This is an optimization exercise on Yosys and OpenROAD, whose aim is small area, not a production implementation. The RTL was checked by simulation tests, not by an equivalence proof against the original design. Power and IR drop assume default switching activity.

==> module Gen, before the edit <==
module Gen(signal,clk1M,rst,out);
	input [4:0] signal;
	input clk1M;
	input rst;
	output out;
	reg [11:0] s;
	reg out;
	reg [11:0] K, P;
	always @* begin
		case(signal)
			5'b00000: begin K = 957; P = 1914; end
			5'b00001: begin K = 852; P = 1705; end
			5'b00010: begin K = 759; P = 1519; end
			5'b00011: begin K = 717; P = 1434; end
			5'b00100: begin K = 638; P = 1277; end
			5'b00101: begin K = 569; P = 1138; end
			5'b00110: begin K = 502; P = 1004; end
			5'b00111: begin K = 502; P = 1004; end
			5'b01000: begin K = 1913; P = 3826; end
			5'b01001: begin K = 1704; P = 3409; end
			5'b01010: begin K = 1518; P = 3036; end
			5'b01011: begin K = 1433; P = 2867; end
			5'b01100: begin K = 1276; P = 2553; end
			5'b01101: begin K = 1137; P = 2274; end
			5'b01110: begin K = 1003; P = 2006; end
			5'b01111: begin K = 1003; P = 2006; end
			5'b10000: begin K = 479; P = 958; end
			5'b10001: begin K = 426; P = 853; end
			5'b10010: begin K = 380; P = 760; end
			5'b10011: begin K = 359; P = 718; end
			5'b10100: begin K = 319; P = 639; end
			5'b10101: begin K = 285; P = 570; end
			5'b10110: begin K = 251; P = 503; end
			5'b10111: begin K = 251; P = 503; end
			5'b11000: begin K = 479; P = 958; end
			5'b11001: begin K = 426; P = 853; end
			5'b11010: begin K = 380; P = 760; end
			5'b11011: begin K = 359; P = 718; end
			5'b11100: begin K = 319; P = 639; end
			5'b11101: begin K = 285; P = 570; end
			5'b11110: begin K = 251; P = 503; end
			5'b11111: begin K = 251; P = 503; end
		endcase
	end
	wire sil = &signal;
	always @ (posedge clk1M)
		if (rst | sil) begin
			s <= 2;
			out <= 1'b0;
		end else begin
			if (s < K) out <= 1'b0;
			else if (s > K && s < P) out <= 1'b1;
			s <= (s >= P) ? 2 : s + 12'd1;
		end
endmodule
export LEC_CHECK = 0
export CAP_MARGIN = 20
export CORE_MARGIN = 2
export CORE_UTILIZATION = 70
export SLEW_MARGIN = 20
create_clock -name core_clock -period 10.0 [get_ports {clk}]
standard.sh (not shown) runs the stock make flow with config.mk's settings and CLKGATE_MAP_FILE= SYNTH_SCRIPT=/design/flow/synth_recipe.tcl, a recipe that flattens the netlist after the stock synthesis.
==> flow/flow/run.sh <==
#!/bin/bash
# Layout flow: the standard ORFS flow (standard.sh) with three changes:
#  - synthesis maps logic with an area-oriented ABC script (flow/abc.script)
#    and without the half/full-adder extraction step;
#  - ports are buffered with sky130_fd_sc_hd__buf_1;
#  - clock tree synthesis uses buf_6 and no dummy loads.
# Every ORFS step writes its own log under orfs/logs; make's output goes to
# flow_make.log here.
set -euo pipefail
W=$(pwd)
rm -rf "$W/scripts"
cp -r "$FLOW_HOME/scripts" "$W/scripts"
cp "$W/flow/abc.script" "$W/scripts/abc_speed.script"
bash "$W/standard.sh" \
  SCRIPTS_DIR="$W/scripts" \
  ADDER_MAP_FILE= \
  BUFFER_PORTS_ARGS="-buffer_cell sky130_fd_sc_hd__buf_1" \
  CTS_ARGS="-sink_clustering_enable -repair_clock_nets -buf_list sky130_fd_sc_hd__buf_6 -dont_use_dummy_load" \
  finish > "$W/flow_make.log" 2>&1
==> flow/flow/abc.script <==
strash
&get -n
&deepsyn -I 3 -J 200
&put
&get -n
&dch -f
&nf -a -R 1000
&put
strash
&get -n
&deepsyn -I 3 -J 200
&put
&get -n
&dch -f
&nf -a -R 1000
&put
strash
&get -n
&deepsyn -I 3 -J 200
&put
&get -n
&dch -f
&nf -a -R 1000
&put
The first run finished with timing, DRC and antenna clean.
Next try:
--- a/flow/design.v
+++ b/flow/design.v
@@ -84,54 +84,44 @@
 	input [4:0] signal;
 	input clk1M;
 	input rst;
 	output out;
+	localparam C = 2;
 	reg [11:0] s;
 	reg out;
 	reg [11:0] K, P;
 	always @* begin
 		case(signal)
-			5'b00000: begin K = 957; P = 1914; end
-			5'b00001: begin K = 852; P = 1705; end
-			5'b00010: begin K = 759; P = 1519; end
-			5'b00011: begin K = 717; P = 1434; end
-			5'b00100: begin K = 638; P = 1277; end
-			5'b00101: begin K = 569; P = 1138; end
-			5'b00110: begin K = 502; P = 1004; end
-			5'b00111: begin K = 502; P = 1004; end
-			5'b01000: begin K = 1913; P = 3826; end
-			5'b01001: begin K = 1704; P = 3409; end
-			5'b01010: begin K = 1518; P = 3036; end
-			5'b01011: begin K = 1433; P = 2867; end
-			5'b01100: begin K = 1276; P = 2553; end
-			5'b01101: begin K = 1137; P = 2274; end
-			5'b01110: begin K = 1003; P = 2006; end
-			5'b01111: begin K = 1003; P = 2006; end
-			5'b10000: begin K = 479; P = 958; end
-			5'b10001: begin K = 426; P = 853; end
-			5'b10010: begin K = 380; P = 760; end
-			5'b10011: begin K = 359; P = 718; end
-			5'b10100: begin K = 319; P = 639; end
-			5'b10101: begin K = 285; P = 570; end
-			5'b10110: begin K = 251; P = 503; end
-			5'b10111: begin K = 251; P = 503; end
-			5'b11000: begin K = 479; P = 958; end
-			5'b11001: begin K = 426; P = 853; end
-			5'b11010: begin K = 380; P = 760; end
-			5'b11011: begin K = 359; P = 718; end
-			5'b11100: begin K = 319; P = 639; end
-			5'b11101: begin K = 285; P = 570; end
-			5'b11110: begin K = 251; P = 503; end
-			5'b11111: begin K = 251; P = 503; end
+			5'b00000: begin K = 500000/523-1+C; P = 1000000/523+C; end
+			5'b00001: begin K = 500000/587-1+C; P = 1000000/587+C; end
+			5'b00010: begin K = 500000/659-1+C; P = 1000000/659+C; end
+			5'b00011: begin K = 500000/698-1+C; P = 1000000/698+C; end
+			5'b00100: begin K = 500000/784-1+C; P = 1000000/784+C; end
+			5'b00101: begin K = 500000/880-1+C; P = 1000000/880+C; end
+			5'b00110: begin K = 500000/998-1+C; P = 1000000/998+C; end
+			5'b01000: begin K = 1000000/523-1+C; P = 2000000/523+C; end
+			5'b01001: begin K = 1000000/587-1+C; P = 2000000/587+C; end
+			5'b01010: begin K = 1000000/659-1+C; P = 2000000/659+C; end
+			5'b01011: begin K = 1000000/698-1+C; P = 2000000/698+C; end
+			5'b01100: begin K = 1000000/784-1+C; P = 2000000/784+C; end
+			5'b01101: begin K = 1000000/880-1+C; P = 2000000/880+C; end
+			5'b01110: begin K = 1000000/998-1+C; P = 2000000/998+C; end
+			5'b10000: begin K = 250000/523-1+C; P = 500000/523+C; end
+			5'b10001: begin K = 250000/587-1+C; P = 500000/587+C; end
+			5'b10010: begin K = 250000/659-1+C; P = 500000/659+C; end
+			5'b10011: begin K = 250000/698-1+C; P = 500000/698+C; end
+			5'b10100: begin K = 250000/784-1+C; P = 500000/784+C; end
+			5'b10101: begin K = 250000/880-1+C; P = 500000/880+C; end
+			default:  begin K = 250000/998-1+C; P = 500000/998+C; end
 		endcase
 	end
 	wire sil = &signal;
 	always @ (posedge clk1M)
 		if (rst | sil) begin
-			s <= 2;
+			s <= C;
 			out <= 1'b0;
 		end else begin
 			if (s < K) out <= 1'b0;
 			else if (s > K && s < P) out <= 1'b1;
-			s <= (s >= P) ? 2 : s + 12'd1;
+			s <= (s >= P) ? C : s + 12'd1;
 		end
 endmodule
The new run went through all stages and came out clean.
Cell area went up slightly.
Worst hold slack improved by 0.020 ns.
Wire length went up slightly.
Clock power hardly moves.
Count of clock-buffer cells in the layout does not change.
Power is about the same.
Setup slack improved by 0.23 ns.
Combinational power went up slightly.

-- static timing again, ports no longer ideal --
Ports are ideal in the flow. The routed layouts listed here were re-timed in OpenROAD.
Step 1 (the two cells are an assumption about what drives the block):
set clk [get_ports {clk}]
set_driving_cell -lib_cell sky130_fd_sc_hd__clkbuf_16 $clk
set_driving_cell -lib_cell sky130_fd_sc_hd__buf_2 [delete_from_list [all_inputs] $clk]
Step 2 adds t to the input delays and takes it off the output delays; t is the mean of the earliest and latest rising clock arrival at the registers after step 1. Input paths then give back, and output paths get back, about the clock's delay inside the block.
a / b / c = ideal / step 1 / step 2; a / b = the first two.
run | t, ns | slack for setup (ns) | worst data-port slew with drivers (ns)
the first run | 0.430 | 4.988 / 4.988 / 4.988 | 0.05
the second run | 0.436 | 5.214 / 5.214 / 5.214 | 0.04
After both steps every run listed still meets setup and hold.
